What follows belongs to an exercise in optimizing a design on an open flow for small area and a short achievable clock period; a production flow would make more cautious choices. For this run, only the layout was checked, not whether the RTL still works. No activity file was given, so power comes from the tool's default toggle rates.

--- design.v ---
module fp_mul11 (x, y, s_hi, k_hi, cin);
	input [10:0] x, y;
	output [14:0] s_hi, k_hi;
	output cin;
	wire pp0_0 = ~(x[0] & y[0]);
	wire pp0_1 = ~(x[0] & y[1]);
	wire pp0_2 = ~(x[0] & y[2]);
	wire pp0_3 = ~(x[0] & y[3]);
	wire pp0_4 = ~(x[0] & y[4]);
	wire pp0_5 = ~(x[0] & y[5]);
	wire pp0_6 = ~(x[0] & y[6]);
	wire pp0_7 = ~(x[0] & y[7]);
	wire pp0_8 = ~(x[0] & y[8]);
	wire pp0_9 = ~(x[0] & y[9]);
	wire pp0_10 = ~(x[0] & y[10]);
	wire pp1_0 = ~(x[1] & y[0]);
	wire pp1_1 = ~(x[1] & y[1]);
	wire pp1_2 = ~(x[1] & y[2]);
	wire pp1_3 = ~(x[1] & y[3]);
	wire pp1_4 = ~(x[1] & y[4]);
	wire pp1_5 = ~(x[1] & y[5]);
	wire pp1_6 = ~(x[1] & y[6]);
	wire pp1_7 = ~(x[1] & y[7]);
	wire pp1_8 = ~(x[1] & y[8]);
	wire pp1_9 = ~(x[1] & y[9]);
	wire pp1_10 = ~(x[1] & y[10]);
	wire pp2_0 = ~(x[2] & y[0]);
	wire pp2_1 = ~(x[2] & y[1]);
	wire pp2_2 = ~(x[2] & y[2]);
	wire pp2_3 = ~(x[2] & y[3]);
	wire pp2_4 = ~(x[2] & y[4]);
	wire pp2_5 = ~(x[2] & y[5]);
	wire pp2_6 = ~(x[2] & y[6]);
	wire pp2_7 = ~(x[2] & y[7]);
	wire pp2_8 = ~(x[2] & y[8]);
	wire pp2_9 = ~(x[2] & y[9]);
	wire pp2_10 = ~(x[2] & y[10]);
	wire pp3_0 = ~(x[3] & y[0]);
	wire pp3_1 = ~(x[3] & y[1]);
	wire pp3_2 = ~(x[3] & y[2]);
	wire pp3_3 = ~(x[3] & y[3]);
	wire pp3_4 = ~(x[3] & y[4]);
	wire pp3_5 = ~(x[3] & y[5]);
	wire pp3_6 = ~(x[3] & y[6]);
	wire pp3_7 = ~(x[3] & y[7]);
	wire pp3_8 = ~(x[3] & y[8]);
	wire pp3_9 = ~(x[3] & y[9]);
	wire pp3_10 = ~(x[3] & y[10]);
	wire pp4_0 = ~(x[4] & y[0]);
	wire pp4_1 = ~(x[4] & y[1]);
	wire pp4_2 = ~(x[4] & y[2]);
	wire pp4_3 = ~(x[4] & y[3]);
	wire pp4_4 = ~(x[4] & y[4]);
	wire pp4_5 = ~(x[4] & y[5]);
	wire pp4_6 = ~(x[4] & y[6]);
	wire pp4_7 = ~(x[4] & y[7]);
	wire pp4_8 = ~(x[4] & y[8]);
	wire pp4_9 = ~(x[4] & y[9]);
	wire pp4_10 = ~(x[4] & y[10]);
	wire pp5_0 = ~(x[5] & y[0]);
	wire pp5_1 = ~(x[5] & y[1]);
	wire pp5_2 = ~(x[5] & y[2]);
	wire pp5_3 = ~(x[5] & y[3]);
	wire pp5_4 = ~(x[5] & y[4]);
	wire pp5_5 = ~(x[5] & y[5]);
	wire pp5_6 = ~(x[5] & y[6]);
	wire pp5_7 = ~(x[5] & y[7]);
	wire pp5_8 = ~(x[5] & y[8]);
	wire pp5_9 = ~(x[5] & y[9]);
	wire pp5_10 = ~(x[5] & y[10]);
	wire pp6_0 = ~(x[6] & y[0]);
	wire pp6_1 = ~(x[6] & y[1]);
	wire pp6_2 = ~(x[6] & y[2]);
	wire pp6_3 = ~(x[6] & y[3]);
	wire pp6_4 = ~(x[6] & y[4]);
	wire pp6_5 = ~(x[6] & y[5]);
	wire pp6_6 = ~(x[6] & y[6]);
	wire pp6_7 = ~(x[6] & y[7]);
	wire pp6_8 = ~(x[6] & y[8]);
	wire pp6_9 = ~(x[6] & y[9]);
	wire pp6_10 = ~(x[6] & y[10]);
	wire pp7_0 = ~(x[7] & y[0]);
	wire pp7_1 = ~(x[7] & y[1]);
	wire pp7_2 = ~(x[7] & y[2]);
	wire pp7_3 = ~(x[7] & y[3]);
	wire pp7_4 = ~(x[7] & y[4]);
	wire pp7_5 = ~(x[7] & y[5]);
	wire pp7_6 = ~(x[7] & y[6]);
	wire pp7_7 = ~(x[7] & y[7]);
	wire pp7_8 = ~(x[7] & y[8]);
	wire pp7_9 = ~(x[7] & y[9]);
	wire pp7_10 = ~(x[7] & y[10]);
	wire pp8_0 = ~(x[8] & y[0]);
	wire pp8_1 = ~(x[8] & y[1]);
	wire pp8_2 = ~(x[8] & y[2]);
	wire pp8_3 = ~(x[8] & y[3]);
	wire pp8_4 = ~(x[8] & y[4]);
	wire pp8_5 = ~(x[8] & y[5]);
	wire pp8_6 = ~(x[8] & y[6]);
	wire pp8_7 = ~(x[8] & y[7]);
	wire pp8_8 = ~(x[8] & y[8]);
	wire pp8_9 = ~(x[8] & y[9]);
	wire pp8_10 = ~(x[8] & y[10]);
	wire pp9_0 = ~(x[9] & y[0]);
	wire pp9_1 = ~(x[9] & y[1]);
	wire pp9_2 = ~(x[9] & y[2]);
	wire pp9_3 = ~(x[9] & y[3]);
	wire pp9_4 = ~(x[9] & y[4]);
	wire pp9_5 = ~(x[9] & y[5]);
	wire pp9_6 = ~(x[9] & y[6]);
	wire pp9_7 = ~(x[9] & y[7]);
	wire pp9_8 = ~(x[9] & y[8]);
	wire pp9_9 = ~(x[9] & y[9]);
	wire pp9_10 = ~(x[9] & y[10]);
	wire pp10_0 = ~(x[10] & y[0]);
	wire pp10_1 = ~(x[10] & y[1]);
	wire pp10_2 = ~(x[10] & y[2]);
	wire pp10_3 = ~(x[10] & y[3]);
	wire pp10_4 = ~(x[10] & y[4]);
	wire pp10_5 = ~(x[10] & y[5]);
	wire pp10_6 = ~(x[10] & y[6]);
	wire pp10_7 = ~(x[10] & y[7]);
	wire pp10_8 = ~(x[10] & y[8]);
	wire pp10_9 = ~(x[10] & y[9]);
	wire pp10_10 = ~(x[10] & y[10]);
	wire s1 = ~(pp0_9 ^ pp1_8);
	wire k2 = pp0_9 | pp1_8;
	wire s3, k4;
	fp_fa us3 (pp0_10, pp1_9, pp2_8, s3, k4);
	wire s5 = ~(pp3_7 ^ pp4_6);
	wire k6 = pp3_7 | pp4_6;
	wire s7, k8;
	fp_fa us7 (pp1_10, pp2_9, pp3_8, s7, k8);
	wire s9 = ~(pp4_7 ^ pp5_6);
	wire k10 = pp4_7 | pp5_6;
	wire s11, k12;
	fp_fa us11 (pp2_10, pp3_9, pp4_8, s11, k12);
	wire s13 = ~(pp0_6 ^ pp1_5);
	wire k14 = pp0_6 | pp1_5;
	wire s15, k16;
	fp_fa us15 (pp0_7, pp1_6, pp2_5, s15, k16);
	wire s17 = ~(pp3_4 ^ pp4_3);
	wire k18 = pp3_4 | pp4_3;
	wire s19, k20;
	fp_fa us19 (pp0_8, pp1_7, pp2_6, s19, k20);
	wire s21, k22;
	fp_fa us21 (pp3_5, pp4_4, pp5_3, s21, k22);
	wire s23 = ~(pp6_2 ^ pp7_1);
	wire k24 = pp6_2 | pp7_1;
	wire s25, k26;
	fp_fa us25 (s1, pp2_7, pp3_6, s25, k26);
	wire s27, k28;
	fp_fa us27 (pp4_5, pp5_4, pp6_3, s27, k28);
	wire s29, k30;
	fp_fa us29 (pp7_2, pp8_1, pp9_0, s29, k30);
	wire s31, k32;
	fp_fa us31 (k2, s3, s5, s31, k32);
	wire s33, k34;
	fp_fa us33 (pp5_5, pp6_4, pp7_3, s33, k34);
	wire s35, k36;
	fp_fa us35 (pp8_2, pp9_1, pp10_0, s35, k36);
	wire s37, k38;
	fp_fa us37 (k4, k6, s7, s37, k38);
	wire s39, k40;
	fp_fa us39 (s9, pp6_5, pp7_4, s39, k40);
	wire s41, k42;
	fp_fa us41 (pp8_3, pp9_2, pp10_1, s41, k42);
	wire s43, k44;
	fp_fa us43 (k8, k10, s11, s43, k44);
	wire s45, k46;
	fp_fa us45 (pp5_7, pp6_6, pp7_5, s45, k46);
	wire s47, k48;
	fp_fa us47 (pp8_4, pp9_3, pp10_2, s47, k48);
	wire s49, k50;
	fp_fa us49 (k12, pp3_10, pp4_9, s49, k50);
	wire s51, k52;
	fp_fa us51 (pp5_8, pp6_7, pp7_6, s51, k52);
	wire s53, k54;
	fp_fa us53 (pp8_5, pp9_4, pp10_3, s53, k54);
	wire s55, k56;
	fp_fa us55 (pp4_10, pp5_9, pp6_8, s55, k56);
	wire s57, k58;
	fp_fa us57 (pp7_7, pp8_6, pp9_5, s57, k58);
	wire s59, k60;
	fp_fa us59 (pp5_10, pp6_9, pp7_8, s59, k60);
	wire s61 = ~(pp0_4 ^ pp1_3);
	wire k62 = pp0_4 | pp1_3;
	wire s63, k64;
	fp_fa us63 (pp0_5, pp1_4, pp2_3, s63, k64);
	wire s65 = ~(pp3_2 ^ pp4_1);
	wire k66 = pp3_2 | pp4_1;
	wire s67, k68;
	fp_fa us67 (s13, pp2_4, pp3_3, s67, k68);
	wire s69, k70;
	fp_fa us69 (pp4_2, pp5_1, pp6_0, s69, k70);
	wire s71, k72;
	fp_fa us71 (k14, s15, s17, s71, k72);
	wire s73, k74;
	fp_fa us73 (pp5_2, pp6_1, pp7_0, s73, k74);
	wire s75, k76;
	fp_fa us75 (k16, k18, s19, s75, k76);
	wire s77, k78;
	fp_fa us77 (s21, s23, pp8_0, s77, k78);
	wire s79, k80;
	fp_fa us79 (k20, k22, k24, s79, k80);
	wire s81, k82;
	fp_fa us81 (s25, s27, s29, s81, k82);
	wire s83, k84;
	fp_fa us83 (k26, k28, k30, s83, k84);
	wire s85, k86;
	fp_fa us85 (s31, s33, s35, s85, k86);
	wire s87, k88;
	fp_fa us87 (k32, k34, k36, s87, k88);
	wire s89, k90;
	fp_fa us89 (s37, s39, s41, s89, k90);
	wire s91, k92;
	fp_fa us91 (k38, k40, k42, s91, k92);
	wire s93, k94;
	fp_fa us93 (s43, s45, s47, s93, k94);
	wire s95, k96;
	fp_fa us95 (k44, k46, k48, s95, k96);
	wire s97, k98;
	fp_fa us97 (s49, s51, s53, s97, k98);
	wire s99, k100;
	fp_fa us99 (k50, k52, k54, s99, k100);
	wire s101, k102;
	fp_fa us101 (s55, s57, pp10_4, s101, k102);
	wire s103, k104;
	fp_fa us103 (k56, k58, s59, s103, k104);
	wire s105, k106;
	fp_fa us105 (pp8_7, pp9_6, pp10_5, s105, k106);
	wire s107, k108;
	fp_fa us107 (k60, pp6_10, pp7_9, s107, k108);
	wire s109, k110;
	fp_fa us109 (pp8_8, pp9_7, pp10_6, s109, k110);
	wire s111, k112;
	fp_fa us111 (pp7_10, pp8_9, pp9_8, s111, k112);
	wire s113 = ~(pp0_3 ^ pp1_2);
	wire k114 = pp0_3 | pp1_2;
	wire s115, k116;
	fp_fa us115 (s61, pp2_2, pp3_1, s115, k116);
	wire s117, k118;
	fp_fa us117 (k62, s63, s65, s117, k118);
	wire s119, k120;
	fp_fa us119 (k64, k66, s67, s119, k120);
	wire s121, k122;
	fp_fa us121 (k68, k70, s71, s121, k122);
	wire s123, k124;
	fp_fa us123 (k72, k74, s75, s123, k124);
	wire s125, k126;
	fp_fa us125 (k76, k78, s79, s125, k126);
	wire s127, k128;
	fp_fa us127 (k80, k82, s83, s127, k128);
	wire s129, k130;
	fp_fa us129 (k84, k86, s87, s129, k130);
	wire s131, k132;
	fp_fa us131 (k88, k90, s91, s131, k132);
	wire s133, k134;
	fp_fa us133 (k92, k94, s95, s133, k134);
	wire s135, k136;
	fp_fa us135 (k96, k98, s99, s135, k136);
	wire s137, k138;
	fp_fa us137 (k100, k102, s103, s137, k138);
	wire s139, k140;
	fp_fa us139 (k104, k106, s107, s139, k140);
	wire s141, k142;
	fp_fa us141 (k108, k110, s111, s141, k142);
	wire s143, k144;
	fp_fa us143 (k112, pp8_10, pp9_9, s143, k144);
	wire s145 = ~(pp0_2 ^ pp1_1);
	wire k146 = pp0_2 | pp1_1;
	wire s147, k148;
	fp_fa us147 (s113, pp2_1, pp3_0, s147, k148);
	wire s149, k150;
	fp_fa us149 (k114, s115, pp4_0, s149, k150);
	wire s151, k152;
	fp_fa us151 (k116, s117, pp5_0, s151, k152);
	wire s153, k154;
	fp_fa us153 (k118, s119, s69, s153, k154);
	wire s155, k156;
	fp_fa us155 (k120, s121, s73, s155, k156);
	wire s157, k158;
	fp_fa us157 (k122, s123, s77, s157, k158);
	wire s159, k160;
	fp_fa us159 (k124, s125, s81, s159, k160);
	wire s161, k162;
	fp_fa us161 (k126, s127, s85, s161, k162);
	wire s163, k164;
	fp_fa us163 (k128, s129, s89, s163, k164);
	wire s165, k166;
	fp_fa us165 (k130, s131, s93, s165, k166);
	wire s167, k168;
	fp_fa us167 (k132, s133, s97, s167, k168);
	wire s169, k170;
	fp_fa us169 (k134, s135, s101, s169, k170);
	wire s171, k172;
	fp_fa us171 (k136, s137, s105, s171, k172);
	wire s173, k174;
	fp_fa us173 (k138, s139, s109, s173, k174);
	wire s175, k176;
	fp_fa us175 (k140, s141, pp10_7, s175, k176);
	wire s177, k178;
	fp_fa us177 (k142, s143, pp10_8, s177, k178);
	wire s179, k180;
	fp_fa us179 (k144, pp9_10, pp10_9, s179, k180);
	wire [21:0] ra = {1'b0, ~k180, ~k178, ~k176, ~k174, ~k172, ~k170, ~k168, ~k166, ~k164, ~k162, ~k160, ~k158, ~k156, ~k154, ~k152, ~k150, ~k148, ~k146, ~s145, ~pp0_1, ~pp0_0};
	wire [21:0] rb = {1'b0, ~pp10_10, ~s179, ~s177, ~s175, ~s173, ~s171, ~s169, ~s167, ~s165, ~s163, ~s161, ~s159, ~s157, ~s155, ~s153, ~s151, ~s149, ~s147, ~pp2_0, ~pp1_0, 1'b0};
	wire [7:0] lo = ra[6:0] + rb[6:0];
	assign cin = lo[7];
	assign s_hi = ra[21:7];
	assign k_hi = rb[21:7];
endmodule
module fp_fa (a, b, c, s, co);
	input a, b, c;
	output s, co;
	assign s = a ^ b ^ c;
	assign co = (a & b) | (a & c) | (b & c);
endmodule
module fp_ha (a, b, s, co);
	input a, b;
	output s, co;
	assign s = a ^ b;
	assign co = a & b;
endmodule
module fp_norm (c, sh, x, eb, rm, sign, nan, inf, res);
	input [14:0] c;       
	input [3:0] sh;       
	input x;              
	input [4:0] eb;       
	input [1:0] rm;
	input sign, nan, inf;
	output [15:0] res;
	wire [14:0] t = c << sh;
	wire d = x & ~t[14];
	wire [13:0] f0 = d ? t[13:0] : t[14:1];
	wire rne = ~rm[1] & ~rm[0];
	wire rup = (~rm[1] & rm[0] & sign) | (rm[1] & ~rm[0] & ~sign);
	wire plus1 = rne & f0[2] & (f0[1] | f0[0] | f0[3]) | rup & (f0[2] | f0[1] | f0[0]);
	wire [10:0] m = f0[13:3];
	wire [10:0] ao;       
	assign ao[0] = 1'b1;
	assign ao[1] = m[0];
	wire a01 = m[0] & m[1];
	wire a23 = m[2] & m[3];
	wire a45 = m[4] & m[5];
	wire a67 = m[6] & m[7];
	wire a89 = m[8] & m[9];
	wire a03 = a01 & a23;
	wire a47 = a45 & a67;
	assign ao[2] = a01;
	assign ao[3] = a01 & m[2];
	assign ao[4] = a03;
	assign ao[5] = a03 & m[4];
	assign ao[6] = a03 & a45;
	assign ao[7] = a03 & a45 & m[6];
	assign ao[8] = a03 & a47;
	assign ao[9] = a03 & a47 & m[8];
	assign ao[10] = a03 & a47 & a89;
	wire all1 = ao[10] & m[10];
	wire [10:0] fr = m ^ ({11{plus1}} & ao);
	wire cout = plus1 & all1;
	wire [4:0] ebm = eb - 5'd1;
	wire [4:0] ebp = eb + 5'd1;
	wire [4:0] x0 = d ? ebm : eb;
	wire [4:0] x1 = d ? eb : ebp;
	wire [4:0] expo = cout ? x1 : x0;
	wire e31 = &eb, e30 = (eb == 5'd30), e00 = (eb == 5'd0);
	wire ovf = f0[13] & (d ? (e00 | (e31 & cout)) : (e31 | (e30 & cout)));
	wire big = ovf & ~(rne | rup);        
	assign res =
		nan ? {1'b1, 5'h1f, 1'b1, eb, sh} :
		(ovf | inf) ? {sign, 4'hf, ~big, {10{big}}} :
		{sign, f0[13] ? expo : 5'd0, fr[9:0]};
endmodule
`timescale 1ns / 1ps
module pipelined_fpadder (a,b,sub,rm,s,clk,clrn,e);
	input clk, clrn;
	input [15:0] a, b;
	input [1:0] rm;
	input sub;
	input e;
	output reg [15:0] s;
	wire [4:0] ea = a[14:10];
	wire [4:0] eb = b[14:10];
	wire ha = |ea;
	wire hb = |eb;
	wire [10:0] ma = {ha, a[9:0]};
	wire [10:0] mb = {hb, b[9:0]};
	wire [4:0] ee = ea + eb + 5'd17;           
	wire a_ff = &ea, b_ff = &eb;
	wire a_f0 = ~|a[9:0], b_f0 = ~|b[9:0];
	wire a_inf = a_ff & a_f0, b_inf = b_ff & b_f0;
	wire a_nan = a_ff & ~a_f0, b_nan = b_ff & ~b_f0;
	wire is_inf = a_inf | b_inf;
	wire is_nan = a_nan | b_nan | ((sub ^ a[15] ^ b[15]) & a_inf & b_inf);
	wire [8:0] nan9 = (a[8:0] > b[8:0]) ? a[8:0] : b[8:0];
	function [3:0] lzc11;
		input [10:0] m;
		integer i;
		begin
			lzc11 = 4'd11;
			for (i = 0; i <= 10; i = i + 1)
				if (m[i]) lzc11 = 4'd10 - i;
		end
	endfunction
	wire [3:0] la = lzc11(ma);
	wire [3:0] lb = lzc11(mb);
	wire [4:0] ll = la + lb;
	wire [4:0] mm = (ee == 5'd0) ? 5'd1 : ee;  
	wire ll_lt = ll < mm;
	wire [4:0] sh = ll_lt ? ll : mm;           
	wire [3:0] shc = (sh > 5'd15) ? 4'd15 : sh[3:0];
	wire [4:0] eb1 = ee + 5'd1 - sh;
	wire [14:0] ps, pk;
	wire pcin;
	fp_mul11 mul (.x(ma), .y(mb), .s_hi(ps), .k_hi(pk), .cin(pcin));
	reg [13:0] r_ps, r_pk;
	reg r_cin;
	reg [4:0] r_eb;
	reg [3:0] r_sh;
	reg [1:0] r_rm;
	reg r_sign, r_x, r_nan, r_inf;
	always @(posedge clk or negedge clrn) begin
		if (!clrn) begin
			r_ps <= 0; r_pk <= 0; r_cin <= 0; r_eb <= 0; r_sh <= 0; r_rm <= 0;
			r_sign <= 0; r_x <= 0; r_nan <= 0; r_inf <= 0;
		end else if (e) begin
			r_ps <= ps[13:0];    
			r_pk <= pk[13:0];
			r_cin <= pcin;
			r_eb <= is_nan ? nan9[8:4] : eb1;    
			r_sh <= is_nan ? nan9[3:0] : shc;
			r_rm <= rm;
			r_sign <= a[15] ^ b[15];
			r_x <= ll_lt;
			r_nan <= is_nan;
			r_inf <= is_inf;
		end
	end
	wire [14:0] r_c = r_ps + r_pk + r_cin;
	wire [15:0] res;
	fp_norm norm (.c(r_c), .sh(r_sh), .x(r_x), .eb(r_eb), .rm(r_rm), .sign(r_sign),
		.nan(r_nan), .inf(r_inf), .res(res));
	always @(posedge clk or negedge clrn) begin
		if (!clrn) s <= 0;
		else if (e) s <= res;
	end
endmodule
--- run.sh ---
#!/bin/bash
# synth_recipe.tcl (not shown) runs the flow's synth.tcl, then flattens the netlist and writes it again
# the make line also repeats each setting of config.mk as NAME=value (left out here)
make -C /OpenROAD-flow-scripts/flow DESIGN_CONFIG=/design/flow/config.mk WORK_HOME=/design/flow/orfs CLKGATE_MAP_FILE= SYNTH_SCRIPT=/design/flow/synth_recipe.tcl finish
--- config.mk ---
export PLATFORM = sky130hd
export DESIGN_NAME = pipelined_fpadder
export DESIGN_NICKNAME = pipelined_fpadder
export VERILOG_FILES = /design/flow/design.v
export SDC_FILE = /design/flow/constraint.sdc
export NUM_CORES = 4
export LEC_CHECK = 0
export CAP_MARGIN = 20
export CORE_MARGIN = 2
export CORE_UTILIZATION = 40
export SETUP_SLACK_MARGIN = 0.3
export SLEW_MARGIN = 20
export SYNTH_HIERARCHICAL = 1
--- constraint.sdc ---
create_clock -name core_clock -period 7.0 [get_ports {clk}]
set_input_delay 1.4000 -clock core_clock [delete_from_list [all_inputs] [get_ports {clk}]]
set_output_delay 1.4000 -clock core_clock [all_outputs]
set_load 0.01 [all_outputs]
==> notes.md <==
power by group through the flow:
stage / registers [uW] / logic, uW / clock network, uW
2_1_floorplan: 567 / 2190 / 0
3_3_place_gp: 584 / 2880 / 0
3_5_place_dp: 589 / 2910 / 0
4_1_cts: 584 / 2930 / 426
5_1_grt: 603 / 3250 / 440
6_report: 584 / 2920 / 413
critical path: stages:
cell and delay, ns:
clkdlybuf4s50_1 0.47, nor2b_1 0.12, o21ai_0 0.08, a21oi_1 0.16, o21ai_0 0.09, a21oi_1 0.17
nor2_1 0.06, ha_1 0.20, fa_1 0.40, a21o_1 0.19, a21oi_1 0.18, inv_1 0.14
ha_1 0.38, and3_4 0.23, and3_1 0.23, o31ai_4 0.12, nand2_4 0.13, mux2_1 0.34
ha_1 0.21, inv_1 0.07, ha_1 0.22, a21o_1 0.18, a21oi_1 0.16, xnor2_1 0.15
nand2_1 0.08, o32a_1 0.31, o211ai_1 0.08
registers in the layout (all words and copies together) (netlist names), 2 cells and up:
name,cells
r_rm,2
r_ps,14
r_eb,5
s,16
r_pk,14
r_sh,4
through the flow:
step           util, %  hold slack, ns  worst slack (ns)  power (uW)  instances
3_3_place_gp     44.39          0.4890            0.4125        3467       1262
5_1_grt          45.73          0.5210            0.3388        4289       1279
4_1_cts          45.67          0.5070            0.6638        3936       1278
6_report         45.73          0.5024            0.6871        3918       1279
2_1_floorplan        -          0.4668             1.219        2756        949
3_5_place_dp     44.39          0.4946            0.3207        3498       1262
path summary, 6_finish.rpt:
| kind | startpoint | end | slack, ns | cells past startpoint |
|---|---|---|---|---|
| min in group asynchronous | clrn | r_ps[1] | 1.21 | 2 |
| max in group asynchronous | clrn | s[10] | 5.26 | 2 |
| min reg2reg | s[8] | s[8] | 0.50 | 1 |
| min | s[8] | s[8] | 0.50 | 1 |
| max | b[0] | r_eb[4] | 0.69 | 27 |
| max reg2reg | r_ps[0] | s[13] | 1.19 | 19 |
repair_timing:
item	CTS	global route
hold buffers	0	0
gates resized for setup	0	1
setup endpoints to repair	0	1
buffers inserted	0	1
routing by layer:
layer  routed length, um  share of wire, %
met5                   0                 0
met4                 349               1.6
met1               10470                47
met3                 595               2.7
met2               10670                48
placed cells by master, fill, tap and decap left out, drive strengths merged, types with 6 or more instances in the layout:
| master | n |
|---|---|
| o21ai | 28 |
| nor4 | 8 |
| mux4 | 12 |
| nand4 | 6 |
| xor2 | 8 |
| buf | 31 |
| nor3 | 15 |
| a22oi | 6 |
| nand3b | 6 |
| nand2 | 130 |
| fa | 85 |
| nor2b | 11 |
| nand2b | 6 |
| nand3 | 16 |
| clkdlybuf4s50 | 51 |
| and3 | 7 |
| inv | 103 |
| a21oi | 41 |
| o211ai | 8 |
| nor2 | 45 |
| a21o | 11 |
| ha | 63 |
| clkbuf | 11 |
| dfrtp | 60 |
| a221o | 10 |
| and2 | 29 |
| mux2 | 52 |
| o221ai | 8 |
| xnor2 | 20 |
| mux2i | 34 |
cell type report:
| cell class | instances | area [sq um] |
|---|---|---|
| multi-input cells | 739 | 6696 |
| inverters | 102 | 382.9 |
| well taps | 280 | 350.3 |
| flip-flops and latches | 60 | 1501 |
| fillers | 2143 | 11810 |
| repair buffers | 82 | 738.2 |
| clock buffers | 11 | 242.7 |
| clock inverters | 5 | 36.28 |
==> notes.md <==
status = no timing/DRC/antenna violations
max-cap viol count = 0
layout cells sized above 1 = 13.61%
Tmin final = 6.313 ns
Ant. Diodes = 0
GR Overflow Total = 0
DIE AREA = 23,270 sq um
GR met2 Demand/Resource = 33.10%
Die X-Extent = 152.6 um
Syn Inst Count = 949
initial antenna violation count = 0
Setup violations, final = 0
Final period util = 90.18%
port bufs = 53
Root Driver = clkbuf_16
vias = 6,995
fmax = 158.4 MHz
clock latency at the later pin of the worst-skew pair = 0.34 ns
skew final = 0.009295 ns
Reg power frac = 14.9%
GRT busiest layer = met2
Pre-antenna DRT Iters = 4
number of buffers created by CTS = 9
cell area after layout = 9948 sq um
Area Growth Syn to Fin = 12.70%
Internal Power = 2045 uW
final count of hold timing violations = 0
met1 Use GR = 26.95%
Die Y = 152.6 um
clock power share = 10.5%
worst path required time = 7.25 ns
CP Max Fanout = 8
Max IR drop VDD = 0.1693 mV
PwrDens = 393.8 nW/um^2
synth warn = 7
CP arrival = 6.56 ns
TritonCTS clock tree = built
Slew @ Worst Pin = 0.8810 ns
switching power = 1872 uW
HP Class = flip-flop to flip-flop
WL/cell = 17.27 um
number of global-route vias before repair = 7,163
slew margin rel. = 40.95%
core area = 21,760 sq um
# nets final = 1,180
row cnt = 54
Placed Area = 9657 sq um
I/O pin count = 54
post-detailed-route count of antenna-violating nets = 0
Critical Setup Path Class = primary input to flip-flop
via-per-instance ratio = 5.469
mean post-synth cell area = 9.302 sq um
Setup TNS = 0 ns
DPL Wire Length = 17.07 mm
max-slew violation count = 0
CTS sink cnt = 60
Worst Setup End Kind = flip-flop
RSZ-0062 raised after global routing = no
met3 usage = 1.763%
initial DRC count = 337
Leakage = 0.004340 uW
DRC Markers = 0
pin count of the biggest net entering global routing = 66
Synth Net Count = 1,135
clock buffer depth = 2
clk slew on worst S/H paths = 0.05 ns
global-route usage over all layers = 19.51%
final wirelength = 22.09 mm
# H-tree levels = 3
combinational power share = 74.6%
synthesized area = 8827 sq um
first-pass GRT wire length = 36.92 mm
Starting Density = 40.57%
sw frac = 47.80%
final RePlAce weighted congestion = 0.8520
crit start category = primary input

## separate check: timing with driven ports
No port has a modelled driver above. Below, the same layout with a new extraction and two added sets of constraints.
Step 1 sets driving cells, clkbuf_16 on the clock port and buf_2 on the other inputs (assumed; they add their load-dependent delay and slew).
Step 2 also shifts input and output timing later by t, the mid clock arrival at the registers, as if the neighbouring blocks saw the same clock.
Slacks: ideal ports / drivers / drivers and shift; pairs: ideal ports / drivers.
t (ns): 0.371
setup slack, ns: 0.687 / 0.697 / 0.325
hold WS [ns]: 0.502 / 0.502 / 0.502
worst setup path at the end: input to register
worst register clock-pin slew, ns: 0.06 / 0.06
After both steps setup and hold are still met in this run. The setup slack of this run moves by +0.010 ns with the drivers and by -0.362 ns with both steps.
